Source: an optimization exercise on an open RTL-to-GDS flow (aim: small area and a short achievable clock period). Production flows keep margins and buffers that such runs may drop.
In this exercise RTL edits were held to simulation tests only and were not proved equivalent to the original.

==> flow/design.v, too long to show whole: its modules and the start of the top module <==
// module AccumulatorScale: 108 lines
// module ScaleRow: 158 lines
// module ScaleLane: 1199 lines
// module ReadyGate: 3 lines
// module FA: 4 lines
// module HA: 4 lines
// module HXNOR: 3 lines
// module HOR: 3 lines
// module PPS: 3 lines
module AccumulatorScale(
  input         clock,
  input         reset,
  output        io_in_ready,
  input         io_in_valid,
  input  [31:0] io_in_bits_acc_read_resp_data_0_0,
  input  [31:0] io_in_bits_acc_read_resp_data_1_0,
  input  [31:0] io_in_bits_acc_read_resp_data_2_0,
  input  [31:0] io_in_bits_acc_read_resp_data_3_0,
  input  [31:0] io_in_bits_acc_read_resp_data_4_0,
  input  [31:0] io_in_bits_acc_read_resp_data_5_0,
  input  [31:0] io_in_bits_acc_read_resp_data_6_0,
  input  [31:0] io_in_bits_acc_read_resp_data_7_0,
  input         io_in_bits_acc_read_resp_fromDMA,
  input  [31:0] io_in_bits_acc_read_resp_scale_bits,
  input  [2:0]  io_in_bits_acc_read_resp_act,
  input  [1:0]  io_in_bits_acc_read_resp_acc_bank_id,
  input         io_out_ready,
  output        io_out_valid,
  output [31:0] io_out_bits_full_data_0_0,
  output [31:0] io_out_bits_full_data_1_0,
  output [31:0] io_out_bits_full_data_2_0,
  output [31:0] io_out_bits_full_data_3_0,
  output [31:0] io_out_bits_full_data_4_0,
  output [31:0] io_out_bits_full_data_5_0,
  output [31:0] io_out_bits_full_data_6_0,
  output [31:0] io_out_bits_full_data_7_0,
  output [7:0]  io_out_bits_data_0_0,
  output [7:0]  io_out_bits_data_1_0,
  output [7:0]  io_out_bits_data_2_0,
  output [7:0]  io_out_bits_data_3_0,
  output [7:0]  io_out_bits_data_4_0,
  output [7:0]  io_out_bits_data_5_0,
  output [7:0]  io_out_bits_data_6_0,
  output [7:0]  io_out_bits_data_7_0,
  output [1:0]  io_out_bits_acc_bank_id,
  output        io_out_bits_fromDMA
);
  // ...
==> flow/flow/run.sh <==
#!/bin/bash
# Layout flow: the standard ORFS flow (standard.sh) with two changes.
#  1. After the standard synthesis, every combinational cell is set to the
#     smallest drive strength of its family (downsize.py; same function and
#     pins, registers untouched); the layout's repair steps size up again
#     where timing or slew needs it.
#  2. Extra ORFS variables for the layout steps, from extra_vars.txt: the
#     cell used for the port buffers and the setup margin that timing repair
#     aims for.
# Each step's output goes to a log_*.log file in the work folder (and ORFS's
# own per-step logs under orfs/logs).
set -uo pipefail
W=$PWD
R=$W/orfs/results/sky130hd/AccumulatorScale/base
EXTRA_VARS="$(cat $W/flow/extra_vars.txt | tr '\n' ' ')"
sed "s|\"\${@:-finish}\"|$EXTRA_VARS \"\${@:-finish}\"|" standard.sh > $W/my_standard.sh
grep -q "SETUP_SLACK_MARGIN" $W/my_standard.sh || { echo "could not add the extra variables"; exit 1; }
bash $W/my_standard.sh synth > $W/log_synth.log 2>&1 || { echo "synthesis failed"; exit 1; }
cp $R/1_2_yosys.v $W/synth_1_2_yosys.v
if python3 $W/flow/downsize.py $FLOW_HOME/platforms/sky130hd/lib/sky130_fd_sc_hd__tt_025C_1v80.lib $W/synth_1_2_yosys.v $R/1_2_yosys.v > $W/log_downsize.log 2>&1; then
  rm -f $R/1_synth.odb $R/1_synth.sdc
  touch $R/1_2_yosys.v
else
  echo "downsize step failed; the synthesis netlist is used as it is"
  cp $W/synth_1_2_yosys.v $R/1_2_yosys.v
fi
bash $W/my_standard.sh finish > $W/log_layout.log 2>&1 || { echo "layout failed"; tail -20 $W/log_layout.log; exit 1; }
test -f out/final.def || { echo "no final.def"; exit 1; }
echo "done"
==> flow/flow/downsize.py <==
#!/usr/bin/env python3
"""Replace each combinational cell of a netlist by the smallest-area cell of
the same family (same name but for the drive-strength suffix) that has the
same pins. Flip-flops are left alone. Usage: downsize.py LIB IN OUT"""
import re, sys
lib = open(sys.argv[1]).read()

def group(text, start):
    i = text.index("{", start); d = 0
    for j in range(i, len(text)):
        if text[j] == "{": d += 1
        elif text[j] == "}":
            d -= 1
            if d == 0: return text[i + 1:j]

cells = {}
for m in re.finditer(r'\n    cell \("(sky130_fd_sc_hd__\w+)"\)', lib):
    body = group(lib, m.end())
    area = float(re.search(r'area : ([\d.]+)', body).group(1))
    pins = tuple(sorted(re.findall(r'\bpin \("(\w+)"\)', body)))
    dont = 'dont_use : true' in body
    cells[m.group(1)] = (area, pins, dont)
fam = {}
for c in cells:
    mm = re.match(r'(sky130_fd_sc_hd__[a-z0-9]+(?:_[a-z0-9]+)*?)_(\d+)$', c)
    if mm: fam.setdefault(mm.group(1), []).append(c)
best = {}
for f, cs in fam.items():
    for c in cs:
        opts = [d for d in cs if cells[d][1] == cells[c][1] and not cells[d][2]]
        best[c] = min(opts, key=lambda d: cells[d][0])
txt = open(sys.argv[2]).read()
skip = re.compile(r'df|dl|sdf|edf|clkbuf|clkdly|dlygate|dlymetal|conb|lpflow|probe|tap|fill|decap')
n = 0
lines = txt.split("\n")
for i, l in enumerate(lines):
    mm = re.match(r'^(\s*)(sky130_fd_sc_hd__\w+)(\s.*)$', l)
    if mm:
        c = mm.group(2)
        if not skip.search(c) and c in best and best[c] != c:
            lines[i] = mm.group(1) + best[c] + mm.group(3)
            n += 1
open(sys.argv[3], "w").write("\n".join(lines))
sys.stderr.write(f"downsized {n} cells\n")
==> flow/flow/extra_vars.txt <==
BUFFER_PORTS_ARGS="-buffer_cell sky130_fd_sc_hd__buf_1"
SETUP_SLACK_MARGIN=28.6
==> flow/standard.sh <==
#!/bin/bash
# synth_recipe.tcl (not shown) runs the flow's synth.tcl, then flattens the netlist and writes it again
# the make line also repeats each setting of config.mk as NAME=value (left out here)
make -C /OpenROAD-flow-scripts/flow DESIGN_CONFIG=/design/flow/config.mk WORK_HOME=/design/flow/orfs CLKGATE_MAP_FILE= SYNTH_SCRIPT=/design/flow/synth_recipe.tcl "${@:-finish}"
==> flow/config.mk <==
export PLATFORM = sky130hd
export DESIGN_NAME = AccumulatorScale
export DESIGN_NICKNAME = AccumulatorScale
export VERILOG_FILES = /design/flow/design.v
export SDC_FILE = /design/flow/constraint.sdc
export NUM_CORES = 8
export LEC_CHECK = 0
export ABC_AREA = 1
export CAP_MARGIN = 20
export CORE_MARGIN = 2
export CORE_UTILIZATION = 62
export CTS_BUF_LIST = sky130_fd_sc_hd__clkbuf_16
export CTS_CLUSTER_DIAMETER = 80
export CTS_CLUSTER_SIZE = 30
export PLACE_DENSITY = 0.72
export SLEW_MARGIN = 20
export SYNTH_HIERARCHICAL = 1
export SYNTH_MINIMUM_KEEP_SIZE = 0
==> flow/constraint.sdc <==
create_clock -name core_clock -period 48.0 [get_ports {clock}]
set_input_delay 9.6000 -clock core_clock [delete_from_list [all_inputs] [get_ports {clock}]]
set_output_delay 9.6000 -clock core_clock [all_outputs]
set_load 0.01 [all_outputs]
==> flow_summary.toml, run 1 <==
[run_status]
status = "complete, but fails checks"
so_faults = "max-capacitance violations"

[final_layout]
total_inserted_antenna_cells = 71
number_of_multi_input_logic_gates = 14700
area.share.sequential_pct = 34.7
finish.instance_area_sq_um = 205000

[detailed_routing]
drt_iter0_markers = 28900
pre_repair_dr_iteration_count = 20
viasPerCell = 6.95

[flow_run]
max_cap_viol_count = 1

[floorplanning]
chipWidth_um = 564
dieHeight_um = 564

[cts]
cts_tree = "yes"
cts_root_buffer = "clkbuf_16"

[critical_path]
worst_setup_path_end_kind = "output pin"
crit_family = "buffers and inverters"
cp_data_required_time_ns = 38.40
crit-reg2reg-capture = "res7[30]"
worstPathBufferInverterCount = 3
crit_path_start = "io_out_ready"

[sta]
relSlewSlack_pct = -0.395
timing.setup.tns_ns = 0
finalCritPeriodShare_pct = 40.7

[placement]
port-buffer-count = 622
placed_area_sq_um = 201000

[logic_synthesis]
mappedNetlistNets = 23600
==> run 2, diff against run 1 <==
==> flow/flow/extra_vars.txt (replaced) <==
BUFFER_PORTS_ARGS="-buffer_cell sky130_fd_sc_hd__buf_1"
SETUP_SLACK_MARGIN=28.5
--- a/flow/config.mk
+++ b/flow/config.mk
@@ -8,11 +8,11 @@
 export ABC_AREA = 1
 export CAP_MARGIN = 20
 export CORE_MARGIN = 2
-export CORE_UTILIZATION = 62
+export CORE_UTILIZATION = 55
 export CTS_BUF_LIST = sky130_fd_sc_hd__clkbuf_16
 export CTS_CLUSTER_DIAMETER = 80
 export CTS_CLUSTER_SIZE = 30
-export PLACE_DENSITY = 0.72
+export PLACE_DENSITY = 0.66
 export SLEW_MARGIN = 20
 export SYNTH_HIERARCHICAL = 1
 export SYNTH_MINIMUM_KEEP_SIZE = 0
==> flow_summary.toml, run 2 <==
[run_status]
status = "finished clean"

[final_layout]
multi_input_logic_area_sq_um = 110000
post-route-util_pct = 58.5
nets_final = 23500
area.growth.synth_to_final_pct = 5.88
most-common-layout-cells = "5218 x nand2_1, 2367 x edfxtp_1, 2254 x inv_1, 1952 x fa_1, 1816 x o221ai_1"
area.sequential_sq_um = 71200
finish.instance_area_sq_um = 206000
post_route_cells_drive_above_1_share_pct = 3.50
mostFrequentLayoutCell = "nand2_1"
n_fill_cell = 30800

[floorplanning]
initial_utilization_pct = 55.2
dieHeight_um = 599
floorplan.die_area_sq_um = 359000
boundaryPins = 623
std_cell_rows = 218
core-area_sq_um = 352000
chipWidth_um = 599

[cts]
cts_root_buffer = "clkbuf_16"
clk_path_buf_depth = 4
post_cts_hold_buffer_count = 0
cts_tree = "yes"
cts.sink_count = 2375
ctsHtreeMaxLevel = 3
clkSlewWorstSetupHoldPaths_ns = 0.11
clkLatencyLatePin_ns = 0.94
cts-buffers-inserted = 115

[placement]
gp_congestion = 1.03
port-buffer-count = 622
placed_area_sq_um = 202000
detailedPlace.worstSlack_ns = 28.46
dp_hpwl_mm = 491

[hold_path]
holdPathStages = 0
worstHoldEndpoint = "sc4[12]"
hp-class = "reg -> reg"
holdCritStartpoint = "sc3[12]"

[sta]
report.final.setup_viol = 0
final_period_minus_worst_setup_slack_ns = 19.50
relSlewSlack_pct = 7.73
timing.setup.tns_ns = 0
finalCritPeriodShare_pct = 40.6
peak_clock_frequency_supported_by_timing_mhz = 51.3
timing.final.hold_violations = 0
finalWorstSetupSlack_ns = 28.50
timing_worst_slew_pin_value_ns = 1.38
final.setup_skew_ns = 0.0735
timing.final.max_slew_violations = 0
hold-worst-slack_ns = 0.369
grt_setup_unrepaired = "true"

[detailed_routing]
wl_per_cell_um = 28.3
drt_iter0_markers = 25600
antenna_violating_nets_post_route = 0
drc_errors = 0
dr_total_vias = 169000
pre_repair_dr_iteration_count = 13
routed_wirelength_mm = 719
viasPerCell = 6.62

[critical_path]
cp_data_arrival_time_ns = 9.90
crit_path_max_fanout = 2
worst_setup_path_end_kind = "output pin"
slowest_cp_cell = "buf_2"
worst_r2r_startpoint = "fd6[200]"
crit_family = "buffers and inverters"
worstPathBufferInverterCount = 3
reg2reg_setup_slack_ns = 30.07
cpPeakStageDelay_ns = 0.14
path_cells = "buf_6 -> inv_2 -> nand2_1 -> buf_2"
worst_setup_path_start_kind = "input port"
cp_data_required_time_ns = 38.40
timing_worst_setup_path_type = "in -> out"
crit-reg2reg-capture = "res7[49]"
crit_path_start = "io_out_ready"
reg2reg_depth = 69

[global_routing]
grt_resource_usage_total_pct = 39.2
grt_antenna_before_repair = 42
grt_start_max_net_pins = 114
grt_pass1_wl_mm = 1050
number_of_global_route_vias_before_repair = 161000
gr-total-overflow = 0

[logic_synthesis]
syn-cell-area_sq_um = 195000
syn_avg_cell_area_sq_um = 9.37
mappedNetlistNets = 23600
yosysWarnings = 7
synthesized_netlist_cell_count = 20800

[flow_run]
max_cap_viol_count = 0
[run 2: worst reg2reg max path: cells and delay by family, from the launching register on]
kind	cells	cell delay, ns
compound gates	13	3.94
xor+xnor	1	0.26
fa+ha+maj	7	2.92
buf+inv	10	3.17
flops	1	0.60
simple gates	38	6.89
[run 2: final cells by class]
class | instances | area share [%]
Multi-Input combinational cell | 14700 | 53.4
Sequential cell | 2375 | 34.6
Inverter | 2272 | 4.15
Timing Repair Buffer | 1125 | 3.09
Tap cell | 4730 | 2.87
Clock buffer | 116 | 1.41
Clock inverter | 56 | 0.478
Antenna cell | 64 | 0.0777
[run 2: layer usage]
layer | track usage (%) | vias to the layer above | share of wire [%]
met5 | 2.01 | - | 0.20
met4 | 21.4 | 56 | 7.0
met3 | 16.3 | 3573 | 15
met2 | 55.4 | 13400 | 41
met1 | 50.8 | 79800 | 37
li1 | - | 71700 | -
[run 2: metrics by stage]
step / cells
after floorplan: 20800
after global placement: 25200
after detailed placement: 25200
after CTS: 25400
after global routing: 25400
final: 25500
[run 2: worst max-delay path by stage]
stage,end,cells past startpoint,slack (ns)
floorplan,io_in_ready,2,28.70
global placement,io_in_ready,4,28.42
detailed placement,io_in_ready,4,28.46
CTS,io_in_ready,4,28.49
global route,io_in_ready,4,28.47
finish,io_in_ready,4,28.50
[run 2: timing repair]
item                                    CTS  global route
endpoints found under the setup margin    1             1
gates resized for setup                   1             3
cloned                                    0             0
hold endpoints to repair                  0             0
buffers inserted                          1             0
==> run 3, diff against run 2 <==
--- a/flow/config.mk
+++ b/flow/config.mk
@@ -8,11 +8,11 @@
 export ABC_AREA = 1
 export CAP_MARGIN = 20
 export CORE_MARGIN = 2
-export CORE_UTILIZATION = 55
+export CORE_UTILIZATION = 68
 export CTS_BUF_LIST = sky130_fd_sc_hd__clkbuf_16
 export CTS_CLUSTER_DIAMETER = 80
 export CTS_CLUSTER_SIZE = 30
-export PLACE_DENSITY = 0.66
+export PLACE_DENSITY = 0.78
 export SLEW_MARGIN = 20
 export SYNTH_HIERARCHICAL = 1
 export SYNTH_MINIMUM_KEEP_SIZE = 0
==> flow_summary.toml, run 3 <==
[run_status]
status = "stopped before the end"
exit_stage = "global routing (5_1_grt)"
first_error_in_the_log = "[ERROR GRT-0116] Global routing finished with congestion. Check the congestion regions in the DRC Viewer."

[cts]
clk_path_buf_depth = 4
ctsHtreeMaxLevel = 3
cts_root_buffer = "clkbuf_16"
cts-buffers-inserted = 111

[placement]
gp_congestion = 1.08
dp_hpwl_mm = 490
port-buffer-count = 622
detailedPlace.worstSlack_ns = 28.39
numPlacedInstances = 24200

[global_routing]
grt_pass1_wl_mm = 1080
number_of_global_route_vias_before_repair = 171000
gr-total-overflow = 2
grt_resource_usage_total_pct = 49.6
grt_start_max_net_pins = 129

[floorplanning]
dieHeight_um = 539
boundaryPins = 623
chipWidth_um = 539
std_cell_rows = 196
initial_utilization_pct = 68.3

[logic_synthesis]
yosysWarnings = 7
syn-cell-area_sq_um = 195000
synthesized_netlist_cell_count = 20800
mappedNetlistNets = 23600
syn_avg_cell_area_sq_um = 9.37
-- run 3: what timing repair did --
action | in CTS
setup buffers | 0
hold buffers | 0
resized for setup | 9
setup endpoints to repair | 1
-- run 3: how the worst max path moves through the flow --
stage                       startpoint           to  cells past startpoint
after detailed placement  io_out_ready  io_in_ready                      4
after floorplan           io_out_ready  io_in_ready                      2
after global placement    io_out_ready  io_in_ready                      4
after CTS                 io_out_ready  io_in_ready                      4
-- run 3: layer usage --
layer  track usage (%)  overflow
met1              60.3         0
met2              67.6         0
met3              25.6         0
met4              34.2         2
met5              5.52         0
-- run 3: metrics by stage --
stage	utilization (%)	instance area [sq um]	hold slack [ns]
CTS	71.6	204000	0.394
detailed placement	70.3	200000	0.405
floorplan	-	195000	0.400
global placement	70.3	200000	0.400

static timing again, ports no longer ideal:
Ports are ideal in the flow. The routed layouts listed here were re-timed in OpenROAD.
Step 1: set_driving_cell puts a clkbuf_16 on clock and a buf_2 on each other input, an assumption about the parent block.
Step 2 adds t to the input delays and takes it off the output delays; t is the mean of the earliest and latest rising clock arrival at the registers after step 1. Input paths then give back, and output paths get back, about the clock's delay inside the block.
Slacks: ideal / step 1 / step 2; pairs: ideal / step 1.
run	shift t [ns]	setup slack, ns	worst setup path after step 2	slew violations
run 1	1.014	28.484 / 28.452 / 28.452	input to output	12 / 13
run 2	1.030	28.499 / 28.464 / 28.464	input to output	0 / 0
With drivers on, slew violations rise in run 1. The setup slack of run 2, which loses most, moves by -0.035 ns with the drivers and by -0.035 ns with both steps.
